Background: an optimization exercise with open tools, aiming at small area, a short achievable clock period and few clock cycles per item. Do not read the settings as production practice. Function was checked by simulation only, so behaviour that the tests miss may differ from the original. Power figures rest on the tool's default switching activity, not on a simulated workload.

`flow/flow/run.sh`:
```
#!/bin/bash
# Layout flow: the standard ORFS flow (standard.sh, all steps, with the
# settings of config.mk), except that the timing repairs (after floorplan,
# clock tree synthesis and global routing) aim for 16 ns of setup slack at
# the 22 ns clock instead of 0, so that they also speed up paths that already
# meet it.  The clock, constraints, synthesis and everything else are the
# standard flow's.  The whole output of the flow goes to flow.log; ORFS keeps
# the log of each of its steps under orfs/logs.
set -euo pipefail
export SETUP_SLACK_MARGIN=16
bash standard.sh > flow.log 2>&1
```
`flow/constraint.sdc`:
```
create_clock -name core_clock -period 22.0 [get_ports {clk}]
set_input_delay 4.4000 -clock core_clock [delete_from_list [all_inputs] [get_ports {clk}]]
set_output_delay 4.4000 -clock core_clock [all_outputs]
set_load 0.01 [all_outputs]
```
`flow/design.v`:
```
module fft(clk, rst, data_in, wr_en, data_out, next_data_rd, busy, start);
input wire clk;
input wire rst;
input wire [19:0] data_in;
input wire wr_en;
output reg [19:0] data_out;
input wire next_data_rd;
input wire start;
output reg busy;
localparam ST_WR = 2'd0, ST_BUSY = 2'd1, ST_RD = 2'd2;
localparam BC_DONE = 7'd89;
reg [1:0] state;
reg [5:0] wcnt;
reg wfull;
reg [6:0] bc;
reg [6:0] ir;
reg [6:0] rdc;
reg [19:0] xq;
reg weq;
function [2:0] rev3;
    input [2:0] v;
    rev3 = {v[0], v[1], v[2]};
endfunction
function [41:0] twb;
    input [5:0] w;
    case (w)
      6'd0: twb = {21'h040000, 21'h000000};
      6'd1: twb = {21'h040168, 21'h002c41};
      6'd2: twb = {21'h040b41, 21'h00d085};
      6'd3: twb = {21'h045240, 21'h009b89};
      6'd4: twb = {21'h045a70, 21'h016085};
      6'd5: twb = {21'h0460a8, 21'h010c6d};
      6'd6: twb = {21'h069246, 21'h071188};
      6'd7: twb = {21'h068286, 21'h06e396};
      6'd8: twb = {21'h06d240, 21'h06d240};
      6'd9: twb = {21'h06e396, 21'h068286};
      6'd10: twb = {21'h071188, 21'h069246};
      6'd11: twb = {21'h010c6d, 21'h0460a8};
      6'd12: twb = {21'h016085, 21'h045a70};
      6'd13: twb = {21'h009b89, 21'h045240};
      6'd14: twb = {21'h00d085, 21'h040b41};
      6'd15: twb = {21'h002c41, 21'h040168};
      6'd16: twb = {21'h000000, 21'h040000};
      6'd17: twb = {21'h006545, 21'h040168};
      6'd18: twb = {21'h029181, 21'h040b41};
      6'd19: twb = {21'h02d2ad, 21'h045240};
      6'd20: twb = {21'h032181, 21'h045a70};
      6'd21: twb = {21'h030549, 21'h0460a8};
      6'd22: twb = {21'h1550a8, 21'h069246};
      6'd23: twb = {21'h14aaae, 21'h068286};
      6'd24: twb = {21'h149b40, 21'h06d240};
      6'd25: twb = {21'h148b8e, 21'h06e396};
      6'd26: twb = {21'h14db4e, 21'h071188};
      6'd27: twb = {21'h142188, 21'h010c6d};
      6'd28: twb = {21'h141230, 21'h016085};
      6'd29: twb = {21'h141b40, 21'h009b89};
      6'd30: twb = {21'h140245, 21'h00d085};
      6'd31: twb = {21'h140048, 21'h002c41};
      6'd32: twb = {21'h140000, 21'h000000};
      6'd33: twb = {21'h140048, 21'h006545};
      6'd34: twb = {21'h140245, 21'h029181};
      6'd35: twb = {21'h141b40, 21'h02d2ad};
      6'd36: twb = {21'h141230, 21'h032181};
      6'd37: twb = {21'h142188, 21'h030549};
      6'd38: twb = {21'h14db4e, 21'h1550a8};
      6'd39: twb = {21'h148b8e, 21'h14aaae};
      6'd40: twb = {21'h149b40, 21'h149b40};
      6'd41: twb = {21'h14aaae, 21'h148b8e};
      6'd42: twb = {21'h1550a8, 21'h14db4e};
      6'd43: twb = {21'h030549, 21'h142188};
      6'd44: twb = {21'h032181, 21'h141230};
      6'd45: twb = {21'h02d2ad, 21'h141b40};
      6'd46: twb = {21'h029181, 21'h140245};
      6'd47: twb = {21'h006545, 21'h140048};
      6'd48: twb = {21'h000000, 21'h140000};
      6'd49: twb = {21'h002c41, 21'h140048};
      6'd50: twb = {21'h00d085, 21'h140245};
      6'd51: twb = {21'h009b89, 21'h141b40};
      6'd52: twb = {21'h016085, 21'h141230};
      6'd53: twb = {21'h010c6d, 21'h142188};
      6'd54: twb = {21'h071188, 21'h14db4e};
      6'd55: twb = {21'h06e396, 21'h148b8e};
      6'd56: twb = {21'h06d240, 21'h149b40};
      6'd57: twb = {21'h068286, 21'h14aaae};
      6'd58: twb = {21'h069246, 21'h1550a8};
      6'd59: twb = {21'h0460a8, 21'h030549};
      6'd60: twb = {21'h045a70, 21'h032181};
      6'd61: twb = {21'h045240, 21'h02d2ad};
      6'd62: twb = {21'h040b41, 21'h029181};
      6'd63: twb = {21'h040168, 21'h006545};
    endcase
endfunction
function [19:0] RE;
    input [39:0] v;
    RE = v[39:20];
endfunction
function [19:0] IM;
    input [39:0] v;
    IM = v[19:0];
endfunction
function [19:0] proc;
    input [6:0] e;
    reg pX, pY, hX, hY;
    reg [1:0] sX, sY;
    reg [4:0] tX, tY;
    reg [6:0] eX2, eX3, eX4, eY2, eY3, eY4;
    reg [1:0] lX, lY;
    reg [2:0] rX, rY;
    reg [5:0] wX, wY;
    begin
        eX2 = e - 7'd6; eX3 = e - 7'd22; eX4 = e - 7'd54;
        eY2 = e - 7'd2; eY3 = e - 7'd18; eY4 = e - 7'd52;
        hX = 1'b0; hY = 1'b0;
        if (e >= 7'd6 && e < 7'd22) begin
            sX = 2'd0; tX = eX2[4:0]; pX = 1'b1; hX = tX[3];
        end else if (e >= 7'd22 && e < 7'd54) begin
            sX = 2'd1; tX = eX3[4:0]; pX = ~tX[2];
        end else if (e >= 7'd54 && e < 7'd86) begin
            sX = 2'd2; tX = eX4[4:0]; pX = ~tX[1];
        end else begin
            sX = 2'd3; tX = 5'd0; pX = 1'b0;
        end
        if (e >= 7'd2 && e < 7'd18) begin
            sY = 2'd0; tY = eY2[4:0]; pY = 1'b1; hY = tY[3];
        end else if (e >= 7'd18 && e < 7'd46) begin
            sY = 2'd1; tY = eY3[4:0]; pY = ~tY[2];
        end else if (e >= 7'd52 && e < 7'd84) begin
            sY = 2'd2; tY = eY4[4:0]; pY = ~tY[1];
        end else begin
            sY = 2'd3; tY = 5'd0; pY = 1'b0;
        end
        lX = tX[4:3] + 2'd2;
        lY = tY[4:3] + 2'd2;
        rX = rev3({1'b0, lX});
        rY = rev3({1'b1, lY});
        wX = (sX == 2'd1) ? {1'b0, rX, 2'b00} : {2'b00, rX, 1'b0} + {1'b0, tX[2], 4'b0000};
        wY = (sY == 2'd0) ? (hY ? 6'd24 : 6'd8) : (sY == 2'd1) ? {1'b0, rY, 2'b00} :
             {2'b00, rY, 1'b0} + {1'b0, tY[2], 4'b0000};
        proc = {pX, sX, hX, wX, pY, sY, hY, wY};
    end
endfunction
localparam CW_XROT = 0, CW_YROT = 1, CW_YFLAT = 2, CW_PXT = 3, CW_XH = 4, CW_PXB = 5,
           CW_WBX3 = 6, CW_WBX1 = 7, CW_PY = 8, CW_WBY7 = 9, CW_WBY3 = 10, CW_WBY1 = 11,
           CW_TX6 = 12, CW_TX4 = 13, CW_TY0 = 14, CW_TY1 = 15, CW_TY2 = 16, CW_TY6 = 17,
           CW_TY4 = 18, CW_W = 19, CW_PRE = 25, CW_DONE = 26, CW_PB1 = 27, CW_PB2 = 28,
           CW_FX = 29, CW_FY0 = 30, CW_FY1 = 31, CW_XFLAT = 32, CW_TY18 = 33, CW_FY9 = 34,
           CW_PY2H = 35, CW_N = 36;
function [CW_N-1:0] dec;
    input [6:0] c;
    reg [19:0] p0, p1, p2;
    reg pX0, pY0, pX1, pY1, pX2, pY2, hX0, hY0, hY1, hY2;
    reg [1:0] sX0, sY0, sX1, sY1, sX2, sY2;
    reg [CW_N-1:0] d;
    begin
        p0 = proc(c);
        p1 = proc(c + 7'd1);
        p2 = proc(c + 7'd2);
        pX0 = p0[19]; sX0 = p0[18:17]; hX0 = p0[16]; pY0 = p0[9]; sY0 = p0[8:7]; hY0 = p0[6];
        pX1 = p1[19]; sX1 = p1[18:17]; pY1 = p1[9]; sY1 = p1[8:7]; hY1 = p1[6];
        pX2 = p2[19]; sX2 = p2[18:17]; pY2 = p2[9]; sY2 = p2[8:7]; hY2 = p2[6];
        d = {CW_N{1'b0}};
        d[CW_XROT] = (c >= 7'd6) && (c < 7'd86);
        d[CW_XFLAT] = (c < 7'd86);
        d[CW_YROT] = ((c >= 7'd2) && (c < 7'd46)) || ((c >= 7'd48) && (c < 7'd84));
        d[CW_YFLAT] = (c < 7'd84);
        d[CW_PXT] = pX0 & (sX0 == 2'd0);
        d[CW_XH] = hX0;
        d[CW_PXB] = pX0 & (sX0 != 2'd0);
        d[CW_WBX3] = pX0 & (sX0 == 2'd1);
        d[CW_WBX1] = pX0 & (sX0 == 2'd2);
        d[CW_PY] = pY0;
        d[CW_WBY7] = pY0 & (sY0 == 2'd0) & ~hY0;
        d[CW_PY2H] = pY0 & (sY0 == 2'd0) & hY0;
        d[CW_WBY3] = pY0 & (sY0 == 2'd1);
        d[CW_WBY1] = pY0 & (sY0 == 2'd2);
        if (pY2) begin
            d[CW_TY0] = (sY2 == 2'd0) & (c == 7'd0);
            d[CW_TY1] = (sY2 == 2'd0) & (c == 7'd1);
            d[CW_TY2] = (sY2 == 2'd0) & ~hY2 & (c != 7'd0) & (c != 7'd1);
            d[CW_TY18] = (sY2 == 2'd0) & hY2;
            d[CW_TY6] = (sY2 == 2'd1);
            d[CW_TY4] = (sY2 == 2'd2);
            d[CW_W+5:CW_W] = p2[5:0];
        end else if (pX2 & (sX2 != 2'd0)) begin
            d[CW_TX6] = (sX2 == 2'd1);
            d[CW_TX4] = (sX2 == 2'd2);
            d[CW_W+5:CW_W] = p2[15:10];
        end
        d[CW_FX] = pX1 & (sX1 != 2'd0);
        d[CW_FY0] = pY1 & (c == 7'd1);
        d[CW_FY1] = pY1 & (c != 7'd1) & ~((sY1 == 2'd0) & hY1);
        d[CW_FY9] = pY1 & (sY1 == 2'd0) & hY1;
        d[CW_PRE] = (c >= BC_DONE - 7'd3) && (c <= BC_DONE);
        d[CW_DONE] = (c == BC_DONE);
        d[CW_PB1] = (c == BC_DONE);
        d[CW_PB2] = (c == BC_DONE - 7'd1);
        dec = d;
    end
endfunction
wire busy_st = (state == ST_BUSY);
reg [CW_N-1:0] cw;
always @(posedge clk)
    cw <= (state == ST_WR) ? dec(7'd0) : (busy_st & ~cw[CW_DONE]) ? dec(bc + 7'd1) : {CW_N{1'b0}};
wire [CW_N-1:0] cwb = cw & {CW_N{busy_st}};
wire [39:0] Q [0:63];
wire [39:0] Dn [0:63];
wire [39:0] tin [0:7];
wire [7:0] en;
genvar gb, gp;
generate
    for (gb = 0; gb < 8; gb = gb + 1) begin : lane
        for (gp = 0; gp < 8; gp = gp + 1) begin : pos
            reg [39:0] r;
            assign Q[gb*8+gp] = r;
            always @(posedge clk)
                if (en[gb]) r <= Dn[gb*8+gp];
        end
    end
endgenerate
wire wr_go = (state == ST_WR) & weq & ~wfull;
wire [2:0] wb = wcnt[5:3];
wire w67 = wb[2] & wb[1];
wire [19:0] hX = RE(Q[0]);           
wire [19:0] hG = RE(Q[16]);          
wire [19:0] hE = RE(Q[48]);          
wire [19:0] wp = hX + xq;
wire [19:0] wq = hX - xq;
wire [19:0] wGp = hG + wp;
wire [19:0] wGm = hG - wp;
wire [19:0] wnq = -wq;
wire [39:0] Xin = {(wb[2] ? (wb[1] ? wGm : wp) : xq), 20'd0};
wire [39:0] Yin = wb[1] ? {hE, wq} : {wq, 20'd0};
wire [39:0] X15 = {wGp, 20'd0};
wire [39:0] Y15 = {hE, wnq};
reg rdq;
wire rd_st = (state == ST_RD);
wire rd_go = rd_st & next_data_rd;
wire iss = cwb[CW_PRE] | (rd_st & rdq);
wire imode = rd_st | cwb[CW_PRE];
wire adv = busy_st | (rd_st & rdq);
wire [2:0] il = rev3(ir[2:0]);                  
wire [2:0] ib = {il[2], il[1:0] + 2'd2};        
wire [39:0] iss_f = Q[{ib, 3'd0}];
wire [39:0] iss_g = Q[{ib, 3'd1}];
wire [39:0] tap = ({40{cwb[CW_TX6]}} & Q[6]) | ({40{cwb[CW_TX4]}} & Q[4]) |
                  ({40{cwb[CW_TY0]}} & Q[40]) | ({40{cwb[CW_TY1]}} & Q[41]) |
                  ({40{cwb[CW_TY2]}} & Q[42]) | ({40{cwb[CW_TY18]}} & Q[50]) |
                  ({40{cwb[CW_TY6]}} & Q[38]) |
                  ({40{cwb[CW_TY4]}} & Q[36]);
wire [41:0] twv = twb(imode ? ir[5:0] : cw[CW_W+5:CW_W]);
reg [39:0] ga;
reg [20:0] tca, tsa;
reg [19:0] fa;
reg pa;
always @(posedge clk) begin
    if (adv) begin
        ga <= imode ? iss_g : tap;
        tca <= twv[41:21];
        tsa <= twv[20:0];
        fa <= ir[6] ? IM(iss_f) : RE(iss_f);
        pa <= ir[6];
    end
end
wire [19:0] S1, C1, S2, C2, S3, C3, S4, C4;
wire c1, c2, c3, c4, y1, y2, y3, y4;
bmul m1 (.x(ga[39:20]), .bd(tca), .sh(S1), .ch(C1), .c12(c1), .z(y1));
bmul m2 (.x(ga[19:0]),  .bd(tsa), .sh(S2), .ch(C2), .c12(c2), .z(y2));
bmul m3 (.x(ga[19:0]),  .bd(tca), .sh(S3), .ch(C3), .c12(c3), .z(y3));
bmul m4 (.x(ga[39:20]), .bd(tsa), .sh(S4), .ch(C4), .c12(c4), .z(y4));
function [39:0] csa20;
    input [19:0] a, b, c;
    input cin;
    reg [19:0] x, y;
    begin
        x = a ^ b ^ c;
        y = (a & b) | (a & c) | (b & c);
        csa20 = {x, y[18:0], cin};
    end
endfunction
wire [39:0] ra1 = csa20(S1, C1, S2, c1);
wire [39:0] ra2 = csa20(ra1[39:20], ra1[19:0], C2, c2);
wire [39:0] ri1 = csa20(S3, C3, ~S4, c3);
wire [39:0] ri2 = csa20(ri1[39:20], ri1[19:0], ~C4, ~c4);
reg [19:0] rA, rB, rD, rE;
reg z1, z2, z3, z4;
reg [39:0] F;
reg pb;
always @(posedge clk) begin
    if (adv) begin
        rA <= ra2[39:20]; rB <= ra2[19:0];
        rD <= ri2[39:20]; rE <= ri2[19:0];
        z1 <= y1; z2 <= y2; z3 <= y3; z4 <= y4;
        F <= cwb[CW_FX] ? Q[1] : cwb[CW_FY0] ? Q[32] : cwb[CW_FY1] ? Q[33] :
             cwb[CW_FY9] ? Q[41] : {fa, fa};
        pb <= pa;
    end
end
wire [19:0] fre = F[39:20];
wire [19:0] fim = F[19:0];
wire [19:0] bf_re = fre + rA + rB;
wire [19:0] bf_im = fim + rD + rE + 20'd1;
wire [19:0] bg_re = fre + ~rA + ~rB + {19'd0, z1} + {19'd0, z2};
wire [19:0] bg_im = fim + ~rD + ~rE + {19'd0, z3} + {19'd0, ~z4};
wire [39:0] bf = {bf_re, bf_im};
wire [39:0] bg = {bg_re, bg_im};
wire [19:0] tf = cw[CW_XH] ? RE(Q[8]) : RE(Q[0]);
wire [19:0] tg = cw[CW_XH] ? RE(Q[16]) : RE(Q[8]);
wire [19:0] tsum = tf + tg;
wire [19:0] tdif = tf - tg;
wire [19:0] tneg = -tg;
wire [39:0] trf = cw[CW_XH] ? {tf, tneg} : {tsum, 20'd0};
wire [39:0] trg = cw[CW_XH] ? {tf, tg} : {tdif, 20'd0};
wire [19:0] ow = pb ? bf_im : bf_re;
reg [19:0] ob1, ob2;
reg [19:0] dq;        
wire xt0 = cwb[CW_PXT] & ~cw[CW_XH];
wire xt1 = cwb[CW_PXT] & cw[CW_XH];
wire [39:0] Xout = xt0 ? trf : cwb[CW_PXB] ? bf : Q[0];
wire [39:0] Yout = (cwb[CW_PY] & ~cwb[CW_PY2H]) ? bf : Q[32];
wire [2:0] istep = (ir[4:3] == 2'd1) ? 3'd6 : (ir[4:3] == 2'd3) ? 3'd2 : 3'd4;
genvar gl;
generate
    for (gl = 0; gl < 8; gl = gl + 1) begin : lctl
        reg [2:0] rot;
        wire wrst = (state == ST_WR);
        wire flat = wrst | (busy_st & ((gl < 4) ? cw[CW_XFLAT] : cw[CW_YFLAT]));
        wire frot = busy_st & ((gl < 4) ? cw[CW_XROT] : cw[CW_YROT]);
        wire wsh = (gl < 4) ? wr_go : (wr_go & wcnt[5]);
        assign en[gl] = wsh | frot | (~wrst & (rot != 3'd0));
        wire [39:0] own = Q[gl*8];
        wire [39:0] nxt = (gl == 3) ? (wrst ? Xin : Xout) :
                          (gl == 7) ? (wrst ? Yin : Yout) :
                          (gl == 1) ? ((wrst & w67) ? X15 : xt1 ? trg : Q[16]) :
                          (gl == 5) ? ((wrst & w67) ? Y15 : cwb[CW_PY2H] ? bg : Q[48]) :
                          (gl == 0) ? (xt0 ? trg : xt1 ? trf : Q[8]) :
                          (gl == 4) ? (cwb[CW_WBY7] ? bg : cwb[CW_PY2H] ? bf : Q[40]) : Q[gl*8+8];
        assign tin[gl] = flat ? nxt : own;
        always @(posedge clk) begin
            if (wrst)
                rot <= 3'd0;
            else if (iss && ib == gl)
                rot <= istep;
            else if (rot != 3'd0)
                rot <= rot - 3'd1;
        end
        for (gp = 0; gp < 8; gp = gp + 1) begin : dn
            if (gp == 7) begin : t
                assign Dn[gl*8+gp] = tin[gl];
            end else if (gl == 0 && gp == 3) begin : w3x
                assign Dn[gl*8+gp] = cwb[CW_WBX3] ? bg : Q[gl*8+gp+1];
            end else if (gl == 0 && gp == 1) begin : w1x
                assign Dn[gl*8+gp] = cwb[CW_WBX1] ? bg : Q[gl*8+gp+1];
            end else if (gl == 4 && gp == 3) begin : w3y
                assign Dn[gl*8+gp] = cwb[CW_WBY3] ? bg : Q[gl*8+gp+1];
            end else if (gl == 4 && gp == 1) begin : w1y
                assign Dn[gl*8+gp] = cwb[CW_WBY1] ? bg : Q[gl*8+gp+1];
            end else begin : sh
                assign Dn[gl*8+gp] = Q[gl*8+gp+1];
            end
        end
    end
endgenerate
always @(posedge clk) begin
    xq <= data_in;
    weq <= wr_en & ~rst;
    rdq <= rd_go | cwb[CW_DONE];
    if (cwb[CW_PB2] | rd_go)
        dq <= cwb[CW_PB2] ? ow : ob1;
    data_out <= cwb[CW_PB2] ? ow : rd_go ? ob1 : dq;
    busy <= ~rst & (((state == ST_WR) & start) | (busy_st & ~cw[CW_DONE]));
    if (cwb[CW_PB1] | rd_go)
        ob1 <= (cwb[CW_PB1] | rdq) ? ow : ob2;
    if (rd_st & rdq)
        ob2 <= ow;
    if (iss)
        ir <= ir + 7'd1;
    if (rst) begin
        state <= ST_WR;
        wcnt <= 6'd0;
        wfull <= 1'b0;
        bc <= 7'd0;
    end else begin
        case (state)
        ST_WR: begin
            if (wr_go) begin
                wcnt <= wcnt + 6'd1;
                if (wcnt == 6'd63)
                    wfull <= 1'b1;
            end
            if (start) begin
                state <= ST_BUSY;
                bc <= 7'd0;
                ir <= 7'd0;
            end
        end
        ST_BUSY: begin
            bc <= bc + 7'd1;
            if (cw[CW_DONE]) begin
                state <= ST_RD;
                rdc <= 7'd0;
            end
        end
        default: begin
            if (next_data_rd) begin
                rdc <= rdc + 7'd1;
                if (rdc == 7'd127) begin
                    state <= ST_WR;
                    wcnt <= 6'd0;
                    wfull <= 1'b0;
                end
            end
        end
        endcase
    end
end
endmodule
module bmul(x, bd, sh, ch, c12, z);
input wire [19:0] x;
input wire [20:0] bd;
output wire [19:0] sh;
output wire [19:0] ch;
output wire c12;
output wire z;
wire [20:0] xe = {x[19], x};
wire [20:0] xt = {x, 1'b0};
wire [6:0] ng = {bd[20], bd[17], bd[14], bd[11], bd[8], bd[5], bd[2]};
wire [20:0] pp0 = (({21{bd[0]}} & xe) | ({21{bd[1]}} & xt)) ^ {21{ng[0]}};
wire [20:0] pp1 = (({21{bd[3]}} & xe) | ({21{bd[4]}} & xt)) ^ {21{ng[1]}};
wire [20:0] pp2 = (({21{bd[6]}} & xe) | ({21{bd[7]}} & xt)) ^ {21{ng[2]}};
wire [20:0] pp3 = (({21{bd[9]}} & xe) | ({21{bd[10]}} & xt)) ^ {21{ng[3]}};
wire [20:0] pp4 = (({21{bd[12]}} & xe) | ({21{bd[13]}} & xt)) ^ {21{ng[4]}};
wire [20:0] pp5 = (({21{bd[15]}} & xe) | ({21{bd[16]}} & xt)) ^ {21{ng[5]}};
wire [20:0] pp6 = (({21{bd[18]}} & xe) | ({21{bd[19]}} & xt)) ^ {21{ng[6]}};
wire s1 = pp0[10] ^ pp1[8];
wire k2 = pp0[10] & pp1[8];
wire s3 = pp0[11] ^ pp1[9];
wire k4 = pp0[11] & pp1[9];
wire s5 = pp0[12] ^ pp1[10] ^ pp2[8];
wire k6 = (pp0[12] & pp1[10]) | (pp0[12] & pp2[8]) | (pp1[10] & pp2[8]);
wire s7 = pp3[6] ^ pp4[4];
wire k8 = pp3[6] & pp4[4];
wire s9 = pp0[13] ^ pp1[11] ^ pp2[9];
wire k10 = (pp0[13] & pp1[11]) | (pp0[13] & pp2[9]) | (pp1[11] & pp2[9]);
wire s11 = pp3[7] ^ pp4[5];
wire k12 = pp3[7] & pp4[5];
wire s13 = pp0[14] ^ pp1[12] ^ pp2[10];
wire k14 = (pp0[14] & pp1[12]) | (pp0[14] & pp2[10]) | (pp1[12] & pp2[10]);
wire s15 = pp3[8] ^ pp4[6];
wire k16 = pp3[8] & pp4[6];
wire s17 = pp0[15] ^ pp1[13] ^ pp2[11];
wire k18 = (pp0[15] & pp1[13]) | (pp0[15] & pp2[11]) | (pp1[13] & pp2[11]);
wire s19 = pp3[9] ^ pp4[7];
wire k20 = pp3[9] & pp4[7];
wire s21 = pp0[16] ^ pp1[14] ^ pp2[12];
wire k22 = (pp0[16] & pp1[14]) | (pp0[16] & pp2[12]) | (pp1[14] & pp2[12]);
wire s23 = pp3[10] ^ pp4[8];
wire k24 = pp3[10] & pp4[8];
wire s25 = pp0[17] ^ pp1[15] ^ pp2[13];
wire k26 = (pp0[17] & pp1[15]) | (pp0[17] & pp2[13]) | (pp1[15] & pp2[13]);
wire s27 = pp3[11] ^ pp4[9];
wire k28 = pp3[11] & pp4[9];
wire s29 = pp0[18] ^ pp1[16] ^ pp2[14];
wire k30 = (pp0[18] & pp1[16]) | (pp0[18] & pp2[14]) | (pp1[16] & pp2[14]);
wire s31 = pp3[12] ^ pp4[10];
wire k32 = pp3[12] & pp4[10];
wire s33 = pp0[19] ^ pp1[17] ^ pp2[15];
wire k34 = (pp0[19] & pp1[17]) | (pp0[19] & pp2[15]) | (pp1[17] & pp2[15]);
wire s35 = pp3[13] ^ pp4[11];
wire k36 = pp3[13] & pp4[11];
wire s37 = ~pp0[20] ^ pp1[18] ^ pp2[16];
wire k38 = (~pp0[20] & pp1[18]) | (~pp0[20] & pp2[16]) | (pp1[18] & pp2[16]);
wire s39 = pp3[14] ^ pp4[12] ^ pp5[10];
wire k40 = (pp3[14] & pp4[12]) | (pp3[14] & pp5[10]) | (pp4[12] & pp5[10]);
wire s41 = pp1[19] ^ pp2[17] ^ pp3[15];
wire k42 = (pp1[19] & pp2[17]) | (pp1[19] & pp3[15]) | (pp2[17] & pp3[15]);
wire s43 = pp4[13] ^ pp5[11];
wire k44 = pp4[13] & pp5[11];
wire s45 = ~pp1[20] ^ pp2[18] ^ pp3[16];
wire k46 = (~pp1[20] & pp2[18]) | (~pp1[20] & pp3[16]) | (pp2[18] & pp3[16]);
wire s47 = pp2[19] ^ pp3[17];
wire k48 = pp2[19] & pp3[17];
wire s49 = pp0[6] ^ pp1[4];
wire k50 = pp0[6] & pp1[4];
wire s51 = pp0[7] ^ pp1[5];
wire k52 = pp0[7] & pp1[5];
wire s53 = pp0[8] ^ pp1[6] ^ pp2[4];
wire k54 = (pp0[8] & pp1[6]) | (pp0[8] & pp2[4]) | (pp1[6] & pp2[4]);
wire s55 = pp3[2] ^ pp4[0];
wire k56 = pp3[2] & pp4[0];
wire s57 = pp0[9] ^ pp1[7] ^ pp2[5];
wire k58 = (pp0[9] & pp1[7]) | (pp0[9] & pp2[5]) | (pp1[7] & pp2[5]);
wire s59 = pp3[3] ^ pp4[1];
wire k60 = pp3[3] & pp4[1];
wire s61 = s1 ^ pp2[6] ^ pp3[4];
wire k62 = (s1 & pp2[6]) | (s1 & pp3[4]) | (pp2[6] & pp3[4]);
wire s63 = pp4[2] ^ pp5[0] ^ ng[5];
wire k64 = (pp4[2] & pp5[0]) | (pp4[2] & ng[5]) | (pp5[0] & ng[5]);
wire s65 = k2 ^ s3 ^ pp2[7];
wire k66 = (k2 & s3) | (k2 & pp2[7]) | (s3 & pp2[7]);
wire s67 = pp3[5] ^ pp4[3] ^ pp5[1];
wire k68 = (pp3[5] & pp4[3]) | (pp3[5] & pp5[1]) | (pp4[3] & pp5[1]);
wire s69 = k4 ^ s5 ^ s7;
wire k70 = (k4 & s5) | (k4 & s7) | (s5 & s7);
wire s71 = pp5[2] ^ pp6[0] ^ ng[6];
wire k72 = (pp5[2] & pp6[0]) | (pp5[2] & ng[6]) | (pp6[0] & ng[6]);
wire s73 = k6 ^ k8 ^ s9;
wire k74 = (k6 & k8) | (k6 & s9) | (k8 & s9);
wire s75 = s11 ^ pp5[3] ^ pp6[1];
wire k76 = (s11 & pp5[3]) | (s11 & pp6[1]) | (pp5[3] & pp6[1]);
wire s77 = k10 ^ k12 ^ s13;
wire k78 = (k10 & k12) | (k10 & s13) | (k12 & s13);
wire s79 = s15 ^ pp5[4] ^ pp6[2];
wire k80 = (s15 & pp5[4]) | (s15 & pp6[2]) | (pp5[4] & pp6[2]);
wire s81 = k14 ^ k16 ^ s17;
wire k82 = (k14 & k16) | (k14 & s17) | (k16 & s17);
wire s83 = s19 ^ pp5[5] ^ pp6[3];
wire k84 = (s19 & pp5[5]) | (s19 & pp6[3]) | (pp5[5] & pp6[3]);
wire s85 = k18 ^ k20 ^ s21;
wire k86 = (k18 & k20) | (k18 & s21) | (k20 & s21);
wire s87 = s23 ^ pp5[6] ^ pp6[4];
wire k88 = (s23 & pp5[6]) | (s23 & pp6[4]) | (pp5[6] & pp6[4]);
wire s89 = k22 ^ k24 ^ s25;
wire k90 = (k22 & k24) | (k22 & s25) | (k24 & s25);
wire s91 = s27 ^ pp5[7] ^ pp6[5];
wire k92 = (s27 & pp5[7]) | (s27 & pp6[5]) | (pp5[7] & pp6[5]);
wire s93 = k26 ^ k28 ^ s29;
wire k94 = (k26 & k28) | (k26 & s29) | (k28 & s29);
wire s95 = s31 ^ pp5[8] ^ pp6[6];
wire k96 = (s31 & pp5[8]) | (s31 & pp6[6]) | (pp5[8] & pp6[6]);
wire s97 = k30 ^ k32 ^ s33;
wire k98 = (k30 & k32) | (k30 & s33) | (k32 & s33);
wire s99 = s35 ^ pp5[9] ^ pp6[7];
wire k100 = (s35 & pp5[9]) | (s35 & pp6[7]) | (pp5[9] & pp6[7]);
wire s101 = k34 ^ k36 ^ s37;
wire k102 = (k34 & k36) | (k34 & s37) | (k36 & s37);
wire s103 = s39 ^ pp6[8] ^ 1'b1;
wire k104 = (s39 & pp6[8]) | (s39 & 1'b1) | (pp6[8] & 1'b1);
wire s105 = k38 ^ k40 ^ s41;
wire k106 = (k38 & k40) | (k38 & s41) | (k40 & s41);
wire s107 = s43 ^ pp6[9] ^ 1'b1;
wire k108 = (s43 & pp6[9]) | (s43 & 1'b1) | (pp6[9] & 1'b1);
wire s109 = k42 ^ k44 ^ s45;
wire k110 = (k42 & k44) | (k42 & s45) | (k44 & s45);
wire s111 = pp4[14] ^ pp5[12] ^ pp6[10];
wire k112 = (pp4[14] & pp5[12]) | (pp4[14] & pp6[10]) | (pp5[12] & pp6[10]);
wire s113 = k46 ^ s47 ^ pp4[15];
wire k114 = (k46 & s47) | (k46 & pp4[15]) | (s47 & pp4[15]);
wire s115 = pp5[13] ^ pp6[11] ^ 1'b1;
wire k116 = (pp5[13] & pp6[11]) | (pp5[13] & 1'b1) | (pp6[11] & 1'b1);
wire s117 = k48 ^ ~pp2[20] ^ pp3[18];
wire k118 = (k48 & ~pp2[20]) | (k48 & pp3[18]) | (~pp2[20] & pp3[18]);
wire s119 = pp4[16] ^ pp5[14] ^ pp6[12];
wire k120 = (pp4[16] & pp5[14]) | (pp4[16] & pp6[12]) | (pp5[14] & pp6[12]);
wire s121 = pp3[19] ^ pp4[17] ^ pp5[15];
wire k122 = (pp3[19] & pp4[17]) | (pp3[19] & pp5[15]) | (pp4[17] & pp5[15]);
wire s123 = pp6[13] ^ 1'b1;
wire k124 = pp6[13] & 1'b1;
wire s125 = ~pp3[20] ^ pp4[18] ^ pp5[16];
wire k126 = (~pp3[20] & pp4[18]) | (~pp3[20] & pp5[16]) | (pp4[18] & pp5[16]);
wire s127 = pp4[19] ^ pp5[17];
wire k128 = pp4[19] & pp5[17];
wire s129 = pp0[4] ^ pp1[2];
wire k130 = pp0[4] & pp1[2];
wire s131 = pp0[5] ^ pp1[3];
wire k132 = pp0[5] & pp1[3];
wire s133 = s49 ^ pp2[2] ^ pp3[0];
wire k134 = (s49 & pp2[2]) | (s49 & pp3[0]) | (pp2[2] & pp3[0]);
wire s135 = k50 ^ s51 ^ pp2[3];
wire k136 = (k50 & s51) | (k50 & pp2[3]) | (s51 & pp2[3]);
wire s137 = k52 ^ s53 ^ s55;
wire k138 = (k52 & s53) | (k52 & s55) | (s53 & s55);
wire s139 = k54 ^ k56 ^ s57;
wire k140 = (k54 & k56) | (k54 & s57) | (k56 & s57);
wire s141 = k58 ^ k60 ^ s61;
wire k142 = (k58 & k60) | (k58 & s61) | (k60 & s61);
wire s143 = k62 ^ k64 ^ s65;
wire k144 = (k62 & k64) | (k62 & s65) | (k64 & s65);
wire s145 = k66 ^ k68 ^ s69;
wire k146 = (k66 & k68) | (k66 & s69) | (k68 & s69);
wire s147 = k70 ^ k72 ^ s73;
wire k148 = (k70 & k72) | (k70 & s73) | (k72 & s73);
wire s149 = k74 ^ k76 ^ s77;
wire k150 = (k74 & k76) | (k74 & s77) | (k76 & s77);
wire s151 = k78 ^ k80 ^ s81;
wire k152 = (k78 & k80) | (k78 & s81) | (k80 & s81);
wire s153 = k82 ^ k84 ^ s85;
wire k154 = (k82 & k84) | (k82 & s85) | (k84 & s85);
wire s155 = k86 ^ k88 ^ s89;
wire k156 = (k86 & k88) | (k86 & s89) | (k88 & s89);
wire s157 = k90 ^ k92 ^ s93;
wire k158 = (k90 & k92) | (k90 & s93) | (k92 & s93);
wire s159 = k94 ^ k96 ^ s97;
wire k160 = (k94 & k96) | (k94 & s97) | (k96 & s97);
wire s161 = k98 ^ k100 ^ s101;
wire k162 = (k98 & k100) | (k98 & s101) | (k100 & s101);
wire s163 = k102 ^ k104 ^ s105;
wire k164 = (k102 & k104) | (k102 & s105) | (k104 & s105);
wire s165 = k106 ^ k108 ^ s109;
wire k166 = (k106 & k108) | (k106 & s109) | (k108 & s109);
wire s167 = k110 ^ k112 ^ s113;
wire k168 = (k110 & k112) | (k110 & s113) | (k112 & s113);
wire s169 = k114 ^ k116 ^ s117;
wire k170 = (k114 & k116) | (k114 & s117) | (k116 & s117);
wire s171 = k118 ^ k120 ^ s121;
wire k172 = (k118 & k120) | (k118 & s121) | (k120 & s121);
wire s173 = k122 ^ k124 ^ s125;
wire k174 = (k122 & k124) | (k122 & s125) | (k124 & s125);
wire s175 = k126 ^ s127 ^ pp6[15];
wire k176 = (k126 & s127) | (k126 & pp6[15]) | (s127 & pp6[15]);
wire s177 = k128 ^ ~pp4[20] ^ pp5[18];
wire k178 = (k128 & ~pp4[20]) | (k128 & pp5[18]) | (~pp4[20] & pp5[18]);
wire s179 = pp5[19] ^ pp6[17];
wire k180 = pp5[19] & pp6[17];
wire s181 = pp0[2] ^ pp1[0];
wire k182 = pp0[2] & pp1[0];
wire s183 = pp0[3] ^ pp1[1];
wire k184 = pp0[3] & pp1[1];
wire s185 = s129 ^ pp2[0] ^ ng[2];
wire k186 = (s129 & pp2[0]) | (s129 & ng[2]) | (pp2[0] & ng[2]);
wire s187 = k130 ^ s131 ^ pp2[1];
wire k188 = (k130 & s131) | (k130 & pp2[1]) | (s131 & pp2[1]);
wire s189 = k132 ^ s133 ^ ng[3];
wire k190 = (k132 & s133) | (k132 & ng[3]) | (s133 & ng[3]);
wire s191 = k134 ^ s135 ^ pp3[1];
wire k192 = (k134 & s135) | (k134 & pp3[1]) | (s135 & pp3[1]);
wire s193 = k136 ^ s137 ^ ng[4];
wire k194 = (k136 & s137) | (k136 & ng[4]) | (s137 & ng[4]);
wire s195 = k138 ^ s139 ^ s59;
wire k196 = (k138 & s139) | (k138 & s59) | (s139 & s59);
wire s197 = k140 ^ s141 ^ s63;
wire k198 = (k140 & s141) | (k140 & s63) | (s141 & s63);
wire s199 = k142 ^ s143 ^ s67;
wire k200 = (k142 & s143) | (k142 & s67) | (s143 & s67);
wire s201 = k144 ^ s145 ^ s71;
wire k202 = (k144 & s145) | (k144 & s71) | (s145 & s71);
wire s203 = k146 ^ s147 ^ s75;
wire k204 = (k146 & s147) | (k146 & s75) | (s147 & s75);
wire s205 = k148 ^ s149 ^ s79;
wire k206 = (k148 & s149) | (k148 & s79) | (s149 & s79);
wire s207 = k150 ^ s151 ^ s83;
wire k208 = (k150 & s151) | (k150 & s83) | (s151 & s83);
wire s209 = k152 ^ s153 ^ s87;
wire k210 = (k152 & s153) | (k152 & s87) | (s153 & s87);
wire s211 = k154 ^ s155 ^ s91;
wire k212 = (k154 & s155) | (k154 & s91) | (s155 & s91);
wire s213 = k156 ^ s157 ^ s95;
wire k214 = (k156 & s157) | (k156 & s95) | (s157 & s95);
wire s215 = k158 ^ s159 ^ s99;
wire k216 = (k158 & s159) | (k158 & s99) | (s159 & s99);
wire s217 = k160 ^ s161 ^ s103;
wire k218 = (k160 & s161) | (k160 & s103) | (s161 & s103);
wire s219 = k162 ^ s163 ^ s107;
wire k220 = (k162 & s163) | (k162 & s107) | (s163 & s107);
wire s221 = k164 ^ s165 ^ s111;
wire k222 = (k164 & s165) | (k164 & s111) | (s165 & s111);
wire s223 = k166 ^ s167 ^ s115;
wire k224 = (k166 & s167) | (k166 & s115) | (s167 & s115);
wire s225 = k168 ^ s169 ^ s119;
wire k226 = (k168 & s169) | (k168 & s119) | (s169 & s119);
wire s227 = k170 ^ s171 ^ s123;
wire k228 = (k170 & s171) | (k170 & s123) | (s171 & s123);
wire s229 = k172 ^ s173 ^ pp6[14];
wire k230 = (k172 & s173) | (k172 & pp6[14]) | (s173 & pp6[14]);
wire s231 = k174 ^ s175 ^ 1'b1;
wire k232 = (k174 & s175) | (k174 & 1'b1) | (s175 & 1'b1);
wire s233 = k176 ^ s177 ^ pp6[16];
wire k234 = (k176 & s177) | (k176 & pp6[16]) | (s177 & pp6[16]);
wire s235 = k178 ^ s179 ^ 1'b1;
wire k236 = (k178 & s179) | (k178 & 1'b1) | (s179 & 1'b1);
wire s237 = k180 ^ ~pp5[20] ^ pp6[18];
wire k238 = (k180 & ~pp5[20]) | (k180 & pp6[18]) | (~pp5[20] & pp6[18]);
wire s239 = pp6[19] ^ 1'b1;
wire k240 = pp6[19] & 1'b1;
wire [31:0] S = {k238, k236, k234, k232, k230, k228, k226, k224, k222, k220, k218, k216, k214, k212, k210, k208, k206, k204, k202, k200, k198, k196, k194, k192, k190, k188, k186, k184, k182, s181, pp0[1], pp0[0]};
wire [31:0] C = {s239, s237, s235, s233, s231, s229, s227, s225, s223, s221, s219, s217, s215, s213, s211, s209, s207, s205, s203, s201, s199, s197, s195, s193, s191, s189, s187, s185, s183, ng[1], 1'b0, ng[0]};
wire [12:0] lo = {1'b0, S[11:0]} + {1'b0, C[11:0]};
assign sh = S[31:12];
assign ch = C[31:12];
assign c12 = lo[12];
assign z = (lo[11:0] == 12'd0);
endmodule
```
`flow/standard.sh`:
```
#!/bin/bash
# synth_recipe.tcl (not shown) runs the flow's synth.tcl, then flattens the netlist and writes it again
# the make line also repeats each setting of config.mk as NAME=value (left out here)
make -C /OpenROAD-flow-scripts/flow DESIGN_CONFIG=/design/flow/config.mk WORK_HOME=/design/flow/orfs CLKGATE_MAP_FILE= SYNTH_SCRIPT=/design/flow/synth_recipe.tcl "${@:-finish}"
```
`flow/config.mk`:
```
export PLATFORM = sky130hd
export DESIGN_NAME = fft
export DESIGN_NICKNAME = fft
export VERILOG_FILES = /design/flow/design.v
export SDC_FILE = /design/flow/constraint.sdc
export NUM_CORES = 8
export LEC_CHECK = 0
export CAP_MARGIN = 20
export CORE_AREA = 5 5 515 515
export CTS_CLUSTER_DIAMETER = 90
export CTS_CLUSTER_SIZE = 24
export DIE_AREA = 0 0 520 520
export PLACE_DENSITY = 0.72
export SLEW_MARGIN = 20
```
==> metrics.md, run 1 <==
| Metric | Value |
|---|---|
| Post-synth EDFFs | 2853 |
| Largest net degree at the start of global routing | 147 |
| Initial drt markers | 16010 |
| Leakage | 56.42 nW |
| First-pass GRT wire length | 691500 µm |
| Clk network pwr share | 12.4% |
| Antenna Nets Post-Route | 0 |
| Max-slew headroom | 17.69% |
| Critical setup path kind | in -> reg |
| Final nets | 12080 |
| Clock Tree Buf Depth | 3 |
| Cell Area, Placed | 0.1510 mm² |
| Maximum VDD drop | 0.2110 mV |
| Max FO, Critical Path | 20 |
| Hpwl dp | 323600 µm |
| Remaining DRCs | 0 |
| Dominant cell type by area after synthesis | edfxtp_1 |
| Yosys warns | 1 |
| FFs w/ async S/R, synth | 0% |
| Max cap viols | 0 |
| Hold crit path type | reg -> reg |
| CTS Buf Count | 161 |
| Worst Skew | 0.06523 ns |
| Row count | 187 |
| Initial core utilization | 56.50% |
| Synthesized Nets | 12340 |
| Tmin final | 6.098 ns |
| Design Area, Final | 0.1562 mm² |
| Register area share after synthesis | 60.17% |
| CTS H-tree depth | 4 |
| Final GP Congestion | 1.000 |
| Synth cell count leaders | 2853 x edfxtp_1, 1065 x nand2_1, 791 x inv_1 |
| Overall power | 27.35 mW |
| Top-count cell post-synth | edfxtp_1 |
| Worst R2R Setup Slack | 16.10 ns |
| Final Core Density | 60.26% |
| Final period utilization | 27.72% |
| DR vias/cell | 6.736 |
| Pint | 14.98 mW |
| WP data arrival | 6.60 ns |
| Worst Setup Slack, final | 15.90 ns |
| Fin. Hold Viols | 0 |
| Wire per inst | 33.28 µm |
| Switching part of the total | 45.23% |
| Post-Route WL | 487900 µm |
| Routed via count | 98750 |
| Hold path depth | 0 |
| Share of layout cells above drive strength 1 | 6.489% |
| Die Wd | 520 µm |
| PortBufs | 45 |
| Comb pwr share | 52.8% |
| PwrDens | 175.1 mW/mm² |
| Core ar. | 0.2592 mm² |
| I/O pin cnt | 46 |
| Die extent in y | 520 µm |
| Seq cells post-synth | 2976 |
| Antenna violations before repair | 31 |
| Max Freq | 164.0 MHz |
| R2R depth | 16 |
| Synth Flop Type | edfxtp_1 |
| Cells after Synth | 11390 |
| Avg Cell Area, Syn | 12.86 µm² |
| Root Buffer | clkbuf_16 |
| Flop pwr share | 34.8% |
| All-Layer GR Usage | 35.50% |
| Pre-CTS setup slack | 14.76 ns |
| Initial DRT Pass Iterations | 9 |
| Vias in the first global route | 93570 |
| Clk Latency, worst-skew pair | 0.91 ns |
| Pins over their slew limit | 0 |
| Postcts setup bufs | 0 |
| Area fraction of the dominant cell type after synthesis | 58.49% |
| Die area | 0.2704 mm² |
| Unrepaired setup endpoints after global routing | true |
| Crit start category | input pin |
| Status | complete, no violations |
| # setup viols final | 0 |
| Gr ovfl total | 0 |
| Unique masters post-synth | 103 |
| Worst Max-Slew Pin Slew | 1.231 ns |
| Area growth syn-to-layout | 6.655% |
| Cell area after synthesis | 0.1465 mm² |
| NetSw | 12.37 mW |
| CTS tree | done |
| CP endpoint kind | flip-flop |
| CTS Sinks | 2976 |
| Clock transition at the registers of the reported paths | 0.10 ns |
| Setup_tns | 0 ns |
| Worst EP required | 22.51 ns |
| Largest cells by area after synthesis | edfxtp_1 58%, fa_1 7.0%, ha_1 3.5%, xnor2_1 3.1%, a22oi_1 3.1% |
==> worst paths after layout <==
kind / startpoint / end
worst max-delay path: next_data_rd / dq[10]
worst min-delay path: lane[6].pos[6].r[7] / lane[6].pos[5].r[7]
worst max register to register: cw[4] / lane[3].pos[7].r[36]
worst min register to register: lane[6].pos[6].r[7] / lane[6].pos[5].r[7]
==> metal layers <==
layer	GRT usage [%]	wire (µm)
met2	51.39	208200
met4	20.90	37640
met1	48.28	176000
met5	0	254
met3	9.936	65770
==> timing repair <==
item                                    4_1_cts  5_1_grt
gates resized for setup                      25        1
hold buffers                                  0        0
hold endpoints to repair                      0        0
endpoints found under the setup margin       62       41
pin swaps                                     0        0
==> through the flow <==
step / hold slack [ns] / instances
floorplan: 0.4003 / 11390
global placement: 0.4000 / 14370
detailed placement: 0.4045 / 14370
CTS: 0.3779 / 14630
global route: 0.3933 / 14640
finish: 0.3808 / 14660
==> flip-flops by register name, indices dropped and copies added (netlist names), 2 cells and up <==
register	count
lctl.rot	24
tsa	20
xq	20
tca	20
wcnt	6
rE	20
F	40
state	2
rD	20
ir	7
bc	7
dq	20
lane.pos.r	2560
ob1	20
rdc	7
cw	33
rA	20
fa	20
rB	20
data_out	20
ga	40
ob2	20
==> power groups by stage <==
stage	Combinational (mW)	Clock, mW	Sequential [mW]
after CTS	14.3	3.42	9.50
after detailed placement	14.2	0	9.60
after global routing	15.6	3.65	9.60
after global placement	13.9	0	9.55
final	14.4	3.40	9.51
after floorplan	8.50	0	9.48
==> cell usage in the layout, fill, tap and decap left out, types with 108 or more instances in the layout <==
cell type / count
a22o_1: 155
ha_1: 405
clkbuf_16: 163
buf_4: 272
a21oi_1: 509
nand3_1: 118
xnor2_1: 516
o21ai_0: 602
edfxtp_1: 2853
inv_1: 789
dfxtp_1: 114
a221oi_1: 159
mux2i_1: 117
a22oi_1: 599
a31oi_1: 108
nand2_1: 1050
xor2_1: 334
fa_1: 515
nor2_1: 607
==> kinds of logic after synthesis <==
logic type      Yosys count  share of synthesized area [%]
compound gates         2697                          12.27
flops                  2976                          60.17
buf+inv                1552                          4.002
mux                     198                          1.456
xor+xnor                864                          5.245
fa+ha+maj               920                          10.50
simple gates           2186                          6.355
==> worst max-delay path: stages <==
cell,delay (ns)
clkdlybuf4s50_1,0.87
nand2_1,0.64
nand2_2,0.69
==> final cells by class <==
cell class	count	area [µm²]
inverters	798	2997
fillers	19970	103000
flip-flops and latches	2976	88150
repair buffers	330	2744
well taps	3402	4257
multi-input cells	6865	52910
diodes	24	60.06
clock buffers	219	4299
clock inverters	46	800.8
Testbench counts, summed over its fixed seeds: cycles 18,112, frames 64.
==> inputs of run 2 (changes only) <==
==> flow/flow/run.sh (replaced) <==
#!/bin/bash
# Layout flow: the standard ORFS flow (standard.sh, all steps, with the
# settings of config.mk), with two changes:
#  - the timing repairs (after floorplan, clock tree synthesis and global
#    routing) aim for 16 ns of setup slack at the 22 ns clock instead of 0,
#    so that they also speed up paths that already meet it;
#  - the buffers that the flow puts on every input and output port are
#    sky130_fd_sc_hd__buf_2 cells (instead of the flow's first pick, a delay
#    cell), which the repairs may then resize.
# The clock, constraints, synthesis and everything else are the standard
# flow's.  The whole output of the flow goes to flow.log; ORFS keeps the log
# of each of its steps under orfs/logs.
set -euo pipefail
export SETUP_SLACK_MARGIN=16
export BUFFER_PORTS_ARGS="-buffer_cell sky130_fd_sc_hd__buf_2"
bash standard.sh > flow.log 2>&1
--- a/flow/config.mk
+++ b/flow/config.mk
@@ -8,6 +8,6 @@
 export CAP_MARGIN = 20
 export CORE_AREA = 5 5 515 515
-export CTS_CLUSTER_DIAMETER = 90
-export CTS_CLUSTER_SIZE = 24
+export CTS_CLUSTER_DIAMETER = 80
+export CTS_CLUSTER_SIZE = 20
 export DIE_AREA = 0 0 520 520
 export PLACE_DENSITY = 0.72
==> run 2 against run 1 <==
Against the previous run: maximum frequency grew 3.0%; wire length shrank 0.92%; hold slack lost 0.017 ns; global-route usage shrank 0.27 points; via count grew 0.33%; final cell count is essentially flat; clock skew grew 0.045 ns; non-clock buffer count shrank 16; synthesized cell count is the same.
==> metrics.md, run 2 <==
| Metric | Value |
|---|---|
| Hpwl dp | 320900 µm (was 323600 µm) |
| RR Endpoint | z3 (was lane[3].pos[7].r[36]) |
| Largest net degree at the start of global routing | 152 (was 147) |
| Postcts setup bufs | 0 (unchanged) |
| Post-synth EDFFs | 2853 (unchanged) |
| CTS Sinks | 2976 (unchanged) |
| Cells after Synth | 11390 (unchanged) |
| WP data arrival | 1.52 ns (was 6.60 ns) |
| Max-slew headroom | 11.38% (was 17.69%) |
| Remaining DRCs | 0 (unchanged) |
| Synthesized Nets | 12340 (unchanged) |
| Clk Latency, worst-skew pair | 0.94 ns (was 0.91 ns) |
| Post-Route WL | 483400 µm (was 487900 µm) |
| Min-delay src | lane[5].pos[4].r[20] (was lane[6].pos[6].r[7]) |
| Register area share after synthesis | 60.17% (unchanged) |
| CTS tree | done (unchanged) |
| Final period utilization | 26.92% (was 27.72%) |
| Largest cells by area after synthesis | edfxtp_1 58%, fa_1 7.0%, ha_1 3.5%, xnor2_1 3.1%, a22oi_1 3.1% (unchanged) |
| FFs w/ async S/R, synth | 0% (unchanged) |
| All-Layer GR Usage | 35.24% (was 35.50%) |
| R2R depth | 17 (was 16) |
| Setup_tns | 0 ns (unchanged) |
| Clock Tree Buf Depth | 3 (unchanged) |
| Core ar. | 0.2592 mm² (unchanged) |
| Unique masters post-synth | 103 (unchanged) |
| Maximum VDD drop | 0.2421 mV (was 0.2110 mV) |
| Synth cell count leaders | 2853 x edfxtp_1, 1065 x nand2_1, 791 x inv_1 (unchanged) |
| Initial core utilization | 56.50% (unchanged) |
| Antenna violations before repair | 33 (was 31) |
| Initial drt markers | 16100 (was 16010) |
| Dominant cell type by area after synthesis | edfxtp_1 (unchanged) |
| Vias in the first global route | 94960 (was 93570) |
| Seq cells post-synth | 2976 (unchanged) |
| Tmin final | 5.922 ns (was 6.098 ns) |
| Initial DRT Pass Iterations | 9 (unchanged) |
| Area growth syn-to-layout | 6.703% (was 6.655%) |
| Status | complete, no violations (unchanged) |
| Yosys warns | 1 (unchanged) |
| Hold path endpoint | lane[5].pos[3].r[20] (was lane[6].pos[5].r[7]) |
| Routed via count | 99080 (was 98750) |
| Biggest register | lane.pos.r (unchanged) |
| CTS H-tree depth | 4 (unchanged) |
| Die Wd | 520 µm (unchanged) |
| Largest register FFs | 2560 (unchanged) |
| # setup viols final | 0 (unchanged) |
| Worst path cell trace | buf_2 (was clkdlybuf4s50_1 > nand2_1 > nand2_2) |
| Final GP Congestion | 1.024 (was 1.000) |
| CP delay by family, top | flip-flops (was simple AND/OR/NAND/NOR gates) |
| Critical setup path kind | reg -> out (was in -> reg) |
| Avg Cell Area, Syn | 12.86 µm² (unchanged) |
| Worst EP required | 17.60 ns (was 22.51 ns) |
| Synth Flop Type | edfxtp_1 (unchanged) |
| Cts hold-fix bufs | 0 (unchanged) |
| Root Buffer | clkbuf_16 (unchanged) |
| Die extent in y | 520 µm (unchanged) |
| Pins over their slew limit | 0 (unchanged) |
| Share of layout cells above drive strength 1 | 7.004% (was 6.489%) |
| PortBufs | 45 (unchanged) |
| Area fraction of the dominant cell type after synthesis | 58.49% (unchanged) |
| DR vias/cell | 6.763 (was 6.736) |
| Final nets | 12080 (about the same) |
| Commonest non-fill, non-tap cell in the layout | edfxtp_1 (unchanged) |
| Max Freq | 168.9 MHz (was 164.0 MHz) |
| Gr ovfl total | 0 (unchanged) |
| Worst Skew | 0.1107 ns (was 0.06523 ns) |
| Leakage | 56.55 nW (was 56.42 nW) |
| Most frequent cells in the layout | 2853 x edfxtp_1, 1052 x nand2_1, 790 x inv_1 (was 2853 x edfxtp_1, 1050 x nand2_1, 789 x inv_1) |
| Top-count cell post-synth | edfxtp_1 (unchanged) |
| Max FO, Critical Path | 1 (was 20) |
| Die area | 0.2704 mm² (unchanged) |
| FF-to-FF Start | tca[11] (was cw[4]) |
| Largest regs | lane.pos.r: 2560 flops, F: 40 flops, ga: 40 flops (unchanged) |
| PwrDens | 175.3 mW/mm² (was 175.1 mW/mm²) |
| Clock transition at the registers of the reported paths | 0.09 ns (was 0.10 ns) |
| Wire per inst | 33.00 µm (was 33.28 µm) |
| Crit. path cell count | 1 (was 3) |
| Crit start category | flip-flop (was input pin) |
| Overall power | 27.40 mW (was 27.35 mW) |
| Antenna Nets Post-Route | 0 (unchanged) |
| CP endpoint kind | output pin (was flip-flop) |
| Worst Max-Slew Pin Slew | 1.324 ns (was 1.231 ns) |
| Unrepaired setup endpoints after global routing | false (was true) |
| Row count | 187 (unchanged) |
| Hold path depth | 0 (unchanged) |
| I/O pin cnt | 46 (unchanged) |
| Cell area after synthesis | 0.1465 mm² (unchanged) |
| Crit-path max cell delay | 0.48 ns (was 0.87 ns) |
| CTS Buf Count | 183 (was 161) |
| Fin. Hold Viols | 0 (unchanged) |
| Hold crit path type | reg -> reg (unchanged) |
| Slowest-stage cell, CP | dfxtp_2 (was clkdlybuf4s50_1) |
| Max cap viols | 0 (unchanged) |
| CP bufs+invs | 1 (unchanged) |
| First-pass GRT wire length | 688700 µm (was 691500 µm) |
| Worst R2R Setup Slack | 16.26 ns (was 16.10 ns) |
-- run 2: area by class of cell --
type / instances / area, µm²
Fill cell: 19860 / 103000
Sequential cell: 2976 / 88150
Multi-Input combinational cell: 6865 / 52970
Clock buffer: 237 / 4812
Tap cell: 3402 / 4257
Inverter: 798 / 2995
Timing Repair Buffer: 314 / 2356
Clock inverter: 46 / 723.2
Antenna cell: 12 / 30.03
-- run 2: what timing repair did --
item | CTS | global route
resized for setup | 2 | 1
endpoints found under the hold margin | 0 | 0
pin swaps | 0 | 0
setup endpoints to repair | 2 | 1
-- run 2: worst max path at each step --
stage                     slack [ns]             endpoint    startpoint
after CTS                      16.00                 busy          busy
after global placement         15.45               dq[19]  next_data_rd
after floorplan                15.56  lane[0].pos[0].r[0]      state[0]
after detailed placement       15.44                dq[3]  next_data_rd
final                          16.08                 busy          busy
after global routing           16.02                 busy          busy
-- run 2: cells by family (layout without fill, tap and decap cells) --
kind of cell / count (synthesis) / in the layout / share of synthesized area, %
and+or+nand+nor: 2186 / 2186 / 6.355
DFF: 2976 / 2976 / 60.17
xor gates and xnor gates: 864 / 864 / 5.245
AOI/OAI and AO/OA: 2697 / 2697 / 12.27
muxes: 198 / 198 / 1.456
buffers and inverters: 1552 / 1395 / 4.002
other: 0 / 12 / 0
adders and majority gates: 920 / 920 / 10.50
-- run 2: metal layers --
metal  vias to the layer above  wire length, µm  share of wire (%)  global-route usage (%)
li1                      40580                -                  -                       -
met5                         -              198              0.041                       0
met3                      1772            70320                 15                   11.08
met2                      7987           199600                 41                   49.23
met1                     48710           174300                 36                   48.31
met4                        30            39000                8.1                   21.64
-- run 2: per-stage QoR --
step	hold slack [ns]	cell area (µm²)	util, %	setup slack (ns)	cells
final	0.3638	156300	60.29	16.08	14650
after global routing	0.3928	156300	60.28	16.02	14640
after CTS	0.3733	156200	60.25	16.00	14640
after detailed placement	0.4045	150700	58.12	15.44	14350
after global placement	0.4000	150600	58.09	15.45	14350
after floorplan	0.4003	146600	-	15.56	11390
-- run 2: power by group --
| part | leakage, nW | switching (mW) | internal (mW) |
|---|---|---|---|
| clock network | 2.67 | 1.96 | 1.61 |
| logic | 26.4 | 9.63 | 4.70 |
| registers | 27.5 | 0.759 | 8.74 |
| total | 56.6 | 12.4 | 15.1 |
==> inputs of run 3 (changes only) <==
--- a/flow/design.v
+++ b/flow/design.v
@@ -9,5 +9,5 @@
 output reg busy;
 localparam ST_WR = 2'd0, ST_BUSY = 2'd1, ST_RD = 2'd2;
-localparam BC_DONE = 7'd89;
+localparam BC_DONE = 7'd88;
 reg [1:0] state;
 reg [5:0] wcnt;
@@ -191,5 +191,5 @@
         d[CW_FY1] = pY1 & (c != 7'd1) & ~((sY1 == 2'd0) & hY1);
         d[CW_FY9] = pY1 & (sY1 == 2'd0) & hY1;
-        d[CW_PRE] = (c >= BC_DONE - 7'd3) && (c <= BC_DONE);
+        d[CW_PRE] = (c >= BC_DONE - 7'd2) && (c <= BC_DONE);
         d[CW_DONE] = (c == BC_DONE);
         d[CW_PB1] = (c == BC_DONE);
@@ -233,10 +233,9 @@
 wire [39:0] X15 = {wGp, 20'd0};
 wire [39:0] Y15 = {hE, wnq};
-reg rdq;
 wire rd_st = (state == ST_RD);
 wire rd_go = rd_st & next_data_rd;
-wire iss = cwb[CW_PRE] | (rd_st & rdq);
+wire iss = cwb[CW_PRE] | rd_go;
 wire imode = rd_st | cwb[CW_PRE];
-wire adv = busy_st | (rd_st & rdq);
+wire adv = busy_st | rd_go;
 wire [2:0] il = rev3(ir[2:0]);                  
 wire [2:0] ib = {il[2], il[1:0] + 2'd2};        
@@ -312,5 +311,4 @@
 wire [39:0] trg = cw[CW_XH] ? {tf, tg} : {tdif, 20'd0};
 wire [19:0] ow = pb ? bf_im : bf_re;
-reg [19:0] ob1, ob2;
 reg [19:0] dq;        
 wire xt0 = cwb[CW_PXT] & ~cw[CW_XH];
@@ -364,13 +362,8 @@
     xq <= data_in;
     weq <= wr_en & ~rst;
-    rdq <= rd_go | cwb[CW_DONE];
-    if (cwb[CW_PB2] | rd_go)
-        dq <= cwb[CW_PB2] ? ow : ob1;
-    data_out <= cwb[CW_PB2] ? ow : rd_go ? ob1 : dq;
+    if (cwb[CW_DONE] | rd_go)
+        dq <= ow;
+    data_out <= (cwb[CW_DONE] | rd_go) ? ow : dq;
     busy <= ~rst & (((state == ST_WR) & start) | (busy_st & ~cw[CW_DONE]));
-    if (cwb[CW_PB1] | rd_go)
-        ob1 <= (cwb[CW_PB1] | rdq) ? ow : ob2;
-    if (rd_st & rdq)
-        ob2 <= ow;
     if (iss)
         ir <= ir + 7'd1;
--- a/flow/flow/run.sh
+++ b/flow/flow/run.sh
@@ -3,5 +3,5 @@
 # settings of config.mk), with two changes:
 #  - the timing repairs (after floorplan, clock tree synthesis and global
-#    routing) aim for 16 ns of setup slack at the 22 ns clock instead of 0,
+#    routing) aim for 16.2 ns of setup slack at the 22 ns clock instead of 0,
 #    so that they also speed up paths that already meet it;
 #  - the buffers that the flow puts on every input and output port are
@@ -12,5 +12,5 @@
 # of each of its steps under orfs/logs.
 set -euo pipefail
-export SETUP_SLACK_MARGIN=16
+export SETUP_SLACK_MARGIN=16.2
 export BUFFER_PORTS_ARGS="-buffer_cell sky130_fd_sc_hd__buf_2"
 bash standard.sh > flow.log 2>&1
==> run 3 against run 2 <==
Against the previous run: highest routed layer unchanged; register-to-register slack improved by 0.04 ns; still clean on timing, DRC and antenna; die area unchanged; sequential cell count decreased by 62.
==> metrics.md, run 3 <==
| Metric | Value |
|---|---|
| Status | complete, no violations (unchanged) |
| Register area share after synthesis | 60.18% (was 60.17%) |
| Share of layout cells above drive strength 1 | 6.825% (was 7.004%) |
| CP endpoint kind | output pin (unchanged) |
| Clk Latency, worst-skew pair | 0.88 ns (was 0.94 ns) |
| Cts hold-fix bufs | 0 (unchanged) |
| Fin cells | 14420 (was 14650) |
| Most frequent cells in the layout | 2813 x edfxtp_1, 1012 x nand2_1, 782 x inv_1 (was 2853 x edfxtp_1, 1052 x nand2_1, 790 x inv_1) |
| CTS tree | done (unchanged) |
| Vias in the first global route | 93110 (was 94960) |
| Tmin final | 5.796 ns (was 5.922 ns) |
| DR vias/cell | 6.730 (was 6.763) |
| Largest cells by area after synthesis | edfxtp_1 59%, fa_1 7.2%, a22oi_1 3.7%, ha_1 3.5%, xnor2_1 3.2% (was edfxtp_1 58%, fa_1 7.0%, ha_1 3.5%, xnor2_1 3.1%, a22oi_1 3.1%) |
| Core ar. | 0.2592 mm² (unchanged) |
| FFs w/ async S/R, synth | 0% (unchanged) |
| Cell area after synthesis | 0.1437 mm² (was 0.1465 mm²) |
| Maximum VDD drop | 0.1692 mV (was 0.2421 mV) |
| Post-Route WL | 454100 µm (was 483400 µm) |
| Post-synth EDFFs | 2813 (was 2853) |
| Top-count cell post-synth | edfxtp_1 (unchanged) |
| Antenna violations before repair | 29 (was 33) |
| Largest register FFs | 2560 (unchanged) |
| # setup viols final | 0 (unchanged) |
| Routed via count | 97030 (was 99080) |
| Pins over their slew limit | 0 (unchanged) |
| I/O pin cnt | 46 (unchanged) |
| Synthesized Nets | 12090 (was 12340) |
| Remaining DRCs | 0 (unchanged) |
| Max cap viols | 0 (unchanged) |
| Die Wd | 520 µm (unchanged) |
| Avg Cell Area, Syn | 12.89 µm² (was 12.86 µm²) |
| PwrDens | 158.5 mW/mm² (was 175.3 mW/mm²) |
| Area fraction of the dominant cell type after synthesis | 58.77% (was 58.49%) |
| Max FO, Critical Path | 1 (unchanged) |
| Die extent in y | 520 µm (unchanged) |
| Final nets | 11850 (was 12080) |
| CTS H-tree depth | 4 (unchanged) |
| PortBufs | 45 (unchanged) |
| Largest regs | lane.pos.r: 2560 flops, F: 40 flops, ga: 40 flops (unchanged) |
| Antenna Nets Post-Route | 0 (unchanged) |
| Clock Tree Buf Depth | 3 (unchanged) |
| Leakage | 54.82 nW (was 56.55 nW) |
| WP data arrival | 1.40 ns (was 1.52 ns) |
| Cells after DPL | 14130 (was 14350) |
| Root Buffer | clkbuf_16 (unchanged) |
| Biggest register | lane.pos.r (unchanged) |
| Fin. Hold Viols | 0 (unchanged) |
| Max Freq | 172.5 MHz (was 168.9 MHz) |
| Worst path cell trace | buf_2 (unchanged) |
| Unrepaired setup endpoints after global routing | true (was false) |
| Worst Max-Slew Pin Slew | 1.448 ns (was 1.324 ns) |
| Initial DRT Pass Iterations | 9 (unchanged) |
| Die area | 0.2704 mm² (unchanged) |
| Initial drt markers | 15870 (was 16100) |
| Setup_tns | 0 ns (unchanged) |
| Final period utilization | 26.35% (was 26.92%) |
| Commonest non-fill, non-tap cell in the layout | edfxtp_1 (unchanged) |
| Cells after Synth | 11150 (was 11390) |
| Hpwl dp | 297600 µm (was 320900 µm) |
| Worst Skew | 0.03766 ns (was 0.1107 ns) |
| CTS Sinks | 2914 (was 2976) |
| All-Layer GR Usage | 32.87% (was 35.24%) |
| First-pass GRT wire length | 651100 µm (was 688700 µm) |
| Clock transition at the registers of the reported paths | 0.09 ns (about the same) |
| Largest net degree at the start of global routing | 148 (was 152) |
| CP bufs+invs | 1 (unchanged) |
| Initial core utilization | 55.44% (was 56.50%) |
| Max-slew headroom | 2.989% (was 11.38%) |
| Final GP Congestion | 0.9720 (was 1.024) |
| Synth Flop Type | edfxtp_1 (unchanged) |
| Gr ovfl total | 0 (unchanged) |
| Hold crit path type | reg -> reg (unchanged) |
| Row count | 187 (unchanged) |
| Area growth syn-to-layout | 6.711% (was 6.703%) |
| Unique masters post-synth | 98 (was 103) |
| Seq cells post-synth | 2914 (was 2976) |
| Slowest-stage cell, CP | edfxtp_1 (was dfxtp_2) |
| Crit start category | flip-flop (unchanged) |
| Yosys warns | 1 (unchanged) |
| Critical setup path kind | reg -> out (unchanged) |
| Crit-path max cell delay | 0.38 ns (was 0.48 ns) |
| Synth cell count leaders | 2813 x edfxtp_1, 1028 x nand2_1, 782 x inv_1 (was 2853 x edfxtp_1, 1065 x nand2_1, 791 x inv_1) |
| Worst EP required | 17.60 ns (about the same) |
| CP delay by family, top | flip-flops (unchanged) |
| Wire per inst | 31.50 µm (was 33.00 µm) |
| Dominant cell type by area after synthesis | edfxtp_1 (unchanged) |
| CTS Buf Count | 177 (was 183) |
## run 3: cell types whose count changed after synthesis, sizes merged, moves of 23 or more
cell	previous run	this run
nand2	1065	1029
nand4	18	55
nand3	122	73
a22oi	599	701
a221oi	162	124
edfxtp	2853	2813
a22o	155	100
nor2	617	571
a31oi	111	88
nor3	109	72
## run 3: final cells by class
class	instances	area, µm²
Clock inverter	40	513.0
Antenna cell	26	65.06
Fill cell	19880	105900
Timing Repair Buffer	323	2461
Tap cell	3402	4257
Inverter	787	2957
Multi-Input combinational cell	6705	51930
Sequential cell	2914	86510
Clock buffer	220	4676
## run 3: where the power goes
group	total (mW)	internal (mW)	switching [mW]
clock network	3.44	1.55	1.89
registers	8.58	8.00	0.578
logic	12.3	3.96	8.32
total	24.3	13.5	10.8
## run 3: logic make-up (layout without fill, tap and decap cells)
kind of cell / after synthesis / count (layout) / share of synthesized area (%)
buffers and inverters: 1530 / 1370 / 4.019
adders and majority gates: 918 / 918 / 10.68
xor gates and xnor gates: 859 / 859 / 5.311
other: 0 / 26 / 0
DFF: 2914 / 2914 / 60.18
muxes: 185 / 185 / 1.387
and+or+nand+nor: 2060 / 2060 / 6.139
AOI/OAI and AO/OA: 2683 / 2683 / 12.28
## run 3: metrics by stage
step	hold slack [ns]	util, %	setup slack, ns	area (µm²)	power, mW
after floorplan	0.4003	-	13.44	143900	15.46
after global placement	0.4001	57.05	14.35	147900	20.19
after detailed placement	0.4045	57.06	14.33	147900	20.28
after CTS	0.4044	59.08	16.15	153200	23.91
after global routing	0.4146	59.14	16.16	153300	25.55
final	0.4070	59.16	16.20	153400	24.30
## run 3: final timing paths
| check | from | depth (start not counted) | endpoint | slack, ns |
|---|---|---|---|---|
| worst max-delay path | dq[11] | 1 | data_out[11] | 16.20 |
| worst min-delay path | lane[7].pos[6].r[1] | 0 | lane[7].pos[5].r[1] | 0.41 |
| worst max register to register | F[22] | 13 | lane[3].pos[7].r[38] | 16.30 |
| worst min register to register | lane[7].pos[6].r[1] | 0 | lane[7].pos[5].r[1] | 0.41 |
## run 3: routing by layer
layer / routed length (µm) / part of all wire, % / vias up / GRT usage [%]
li1: - / - / 39770 / -
met1: 161700 / 36 / 47800 / 43.89
met2: 195900 / 43 / 7799 / 48.47
met3: 69330 / 15 / 1619 / 11.92
met4: 26580 / 5.9 / 36 / 14.78
met5: 586 / 0.13 / - / 0.5441
## run 3: timing repair
item | 4_1_cts | 5_1_grt
buffers inserted | 2 | 0
pin swaps | 1 | 0
setup endpoints to repair | 230 | 83
gates resized for setup | 5 | 7
Testbench counts of run 3, summed over its fixed seeds: cycles 18,048, frames 64.

==> re-timing with driven ports <==
No port has a modelled driver above. Below, the same layouts with a new extraction and two added sets of constraints.
Step 1 (the two cells are an assumption about what drives the block):
set clk [get_ports {clk}]
set_driving_cell -lib_cell sky130_fd_sc_hd__clkbuf_16 $clk
set_driving_cell -lib_cell sky130_fd_sc_hd__buf_2 [delete_from_list [all_inputs] $clk]
Step 2 times the ports against the registers' clock, not the clock port: input delays grow and output delays shrink by t, the midpoint of the rising clock arrivals with the driver on.
Three values: ideal ports, drivers, drivers and shift; two values: the first two.
run	t, ns	setup slack, ns	latest minus earliest clock arrival (ns)	worst slew at a driven data input, ns
run 1	0.969	15.902 / 15.851 / 15.006	0.069 / 0.070	0.30
run 2	0.986	16.078 / 15.977 / 15.428	0.112 / 0.112	0.27
run 3	0.955	16.204 / 16.110 / 15.363	0.050 / 0.050	0.07
After both steps every run listed still meets setup and hold. The setup slack of run 1, which loses most, moves by -0.051 ns with the drivers and by -0.896 ns with both steps.
